This design comes from an exercise in tuning for small area on the open sky130 flow, not from production work.
Where RTL was checked, it was by simulation tests only, not by an equivalence proof against the original.
Power is estimated from default activity; no workload was simulated.

run E:
// apb_uart
module apb_uart (
   input  wire          clk,
                        rst_n,
   input  wire          UART_RX_I,
   output reg           UART_TX_O,
   output wire          tx_fifo_empty,
                        tx_fifo_full,
                        rx_fifo_empty,
                        rx_fifo_full,
   input  wire          PENABLE,
                        PSEL,
                        PWRITE,
   input  wire [31:0]   PWDATA,
                        PADDR,
   output reg           PREADY,
   output wire          PSLVERR,
   output wire [31:0]   PRDATA
);
Size in the first run: ~110 I/O pins, roughly 0.015 mm^2 of cells after synthesis.
==> flow/config.mk <==
export PLATFORM = sky130hd
export DESIGN_NAME = apb_uart
export DESIGN_NICKNAME = apb_uart
export VERILOG_FILES = /design/flow/design.v
export SDC_FILE = /design/flow/constraint.sdc
export NUM_CORES = 4
export LEC_CHECK = 0
export CAP_MARGIN = 20
export CORE_MARGIN = 2
export CORE_UTILIZATION = 40
export SLEW_MARGIN = 20
==> flow/constraint.sdc <==
create_clock -name core_clock -period 10.0 [get_ports {clk}]
set_input_delay 2.0000 -clock core_clock [delete_from_list [all_inputs] [get_ports {clk}]]
set_output_delay 2.0000 -clock core_clock [all_outputs]
set_load 0.01 [all_outputs]
standard.sh (not shown) runs the stock make flow with config.mk's settings and CLKGATE_MAP_FILE= SYNTH_SCRIPT=/design/flow/synth_recipe.tcl, a recipe that flattens the netlist after the stock synthesis.
==> flow/flow/run.sh <==
#!/bin/bash
# The standard layout, with three changes:
#  - synthesis: the standard synthesis (synth_recipe.tcl), then the combinational cells are
#    mapped again by ABC for area, the smallest of several seeds (flow/remap.tcl); the registers stay as they are;
#  - the port buffers are the smallest buffer cell (buf_1), and the buffers ABC added are removed;
#  - one tie cell drives all the constant outputs;
#  - clock tree: clkbuf_8 cells, clusters of up to 20 sinks, no dummy loads.
# Each tool's output is in the ORFS logs under orfs/logs; make's output goes to standard_flow.log.
set -euo pipefail
WORK=$(pwd)
printf 'source %s/synth_recipe.tcl\nsource %s/flow/remap.tcl\n' "$WORK" "$WORK" > "$WORK/remap_synth.tcl"
CTS="-sink_clustering_enable -repair_clock_nets -dont_use_dummy_load -buf_list sky130_fd_sc_hd__clkbuf_8 -sink_clustering_size 20 -sink_clustering_max_diameter 60"
bash standard.sh "SYNTH_SCRIPT=$WORK/remap_synth.tcl" "BUFFER_PORTS_ARGS=-buffer_cell sky130_fd_sc_hd__buf_1" \
   "CTS_ARGS=$CTS" REMOVE_ABC_BUFFERS=1 SKIP_REPAIR_TIE_FANOUT=1 finish > standard_flow.log 2>&1
Other scripts of this flow, unchanged in this note and not shown: flow/flow/area.script, flow/flow/genmodels.py, flow/flow/holdmux_map.v, flow/flow/not_map.v, flow/flow/remap.tcl
Changes in run P relative to run E:
--- a/flow/design.v
+++ b/flow/design.v
@@ -118,13 +118,13 @@
    reg  [7:0] tram [0:15];
    reg  [7:0] tx_data;
    wire       tx_pop;
    assign t_empty = (twp == trp);
    assign t_full  = (twp[3:0] == trp[3:0]) & (twp[4] ^ trp[4]);
    wire   t_wen   = tx_push & ~t_full;
-   wire   t_ren   = tx_pop;
+   wire   t_ren   = tx_pop & ~t_empty;
    always @(posedge clk) begin
       if (t_wen) tram[twp[3:0]] <= tbr;
       if (t_ren) tx_data <= tram[trp[3:0]];
    end
    always @(posedge clk or negedge rst_n) begin
       if (!rst_n) begin
@@ -159,18 +159,20 @@
    localparam [2:0] S_IDLE = 3'd0, S_START = 3'd1, S_FIRST = 3'd2,
                     S_PARITY = 3'd3, S_STOP1 = 3'd4, S_STOP2 = 3'd5;
    reg  [3:0] ttc;
    reg        ttick;
    wire       ttc_end = (ttc == (osm ? 4'd12 : 4'd15));
    always @(posedge clk or negedge rst_n) begin
-      if (!rst_n)
-         ttc <= 4'd0;
-      else
-         ttc <= (baud_en & ttc_end) ? 4'd0 : ttc + {3'd0, baud_en};
-   end
-   always @(posedge clk) ttick <= baud_en & ttc_end;
+      if (!rst_n) begin
+         ttc   <= 4'd0;
+         ttick <= 1'b0;
+      end else begin
+         ttick <= baud_en & ttc_end;
+         ttc   <= (baud_en & ttc_end) ? 4'd0 : ttc + {3'd0, baud_en};
+      end
+   end
    reg  [4:0] ts;
    wire       t_in_data = ts[4] | ts[3];
    wire [3:0] tc        = {ts[4] & ts[3], ts[2:0]};
    wire [3:0] tc1       = tc + 4'd1;
    wire       tovf1     = ~ts[4] | (tc[2:0] == 3'd7);
    wire       tdone     = (tc == {2'b01, wls});
@@ -224,15 +226,20 @@
    wire       r_in_data = rs[4];
    wire       r_idle    = (rs == {2'b00, S_IDLE});
    reg  [3:0] rtc;
    reg        rtmp, rtq;
    wire       rtc_mid = (rtc == (osm ? 4'd6 : 4'd7));
    wire       rtc_max = (rtc == (osm ? 4'd12 : 4'd15));
-   always @(posedge clk) begin
-      rtc  <= (r_idle | (baud_en & rtc_max)) ? 4'd0 : rtc + {3'd0, baud_en};
-      rtmp <= ~r_idle & (baud_en ? rtc_mid : rtmp);
+   always @(posedge clk or negedge rst_n) begin
+      if (!rst_n) begin
+         rtc  <= 4'd0;
+         rtmp <= 1'b0;
+      end else begin
+         rtc  <= (r_idle | (baud_en & rtc_max)) ? 4'd0 : rtc + {3'd0, baud_en};
+         rtmp <= ~r_idle & (baud_en ? rtc_mid : rtmp);
+      end
    end
    always @(posedge clk) rtq <= rtmp;
    wire rtick = rtmp & ~rtq;
    wire rdone = (rs[3:0] == {2'b01, wls});
    wire [4:0] r_stop = {2'b00, stb ? S_STOP1 : S_FIRST};
    always @(posedge clk or negedge rst_n) begin
## What came out
- Cell depth of the worst setup path came out exactly the same in run E and run P.
- On number of DRC markers in iteration 0, run P does better than run E.
- Compared run P against run E; top-level port count within noise.
- Run E ended up with sky130_fd_sc_hd__nand3_1 as its standard cell with the maximum stage delay on the critical path; run P ended up with sky130_fd_sc_hd__buf_1.
- Area of the multi-input gates shrinks slightly when moving from run E to run P.
- Compared run E against run P; clock network latency to the later pin of the worst-skew pair within noise.
- Achievable frequency, run E and run P, lower one = run E.
- Note that the total power of the final layout recorded for run E amounts to 1.08 times the value seen in run P.
- Going from run E to run P, worst hold slack roughly the same; relative contribution of sequential cells to total power increased by 2.5 points relative to the old numbers; combinational share of power saw a decrease.
Only the layout flow was run in run E; the RTL was not checked for function there.

==> re-timing with driven ports <==
No port has a modelled driver above. Below, the same layouts with a new extraction and two added sets of constraints.
Step 1: set_driving_cell puts a clkbuf_16 on clk and a buf_2 on each other input, an assumption about the parent block.
Step 2, shift: input delay + t, output delay - t, t = (earliest + latest rising clock arrival at the registers) / 2. This alone moves slack from input paths to output paths.
Three values: ideal, step 1, step 2; two values: the first two.
run | t (ns) | slack for setup (ns) | hold WS [ns] | worst setup path after step 2
run E | 0.651 | 3.823 / 3.801 / 3.801 | 0.358 / 0.358 / 0.358 | input to output
run P | 0.653 | 4.018 / 3.993 / 3.993 | 0.358 / 0.358 / 0.358 | input to output
After both steps setup and hold are still met in every run listed. For run P, which loses most, drivers alone change the setup slack by -0.025 ns; drivers and shift together by -0.025 ns.
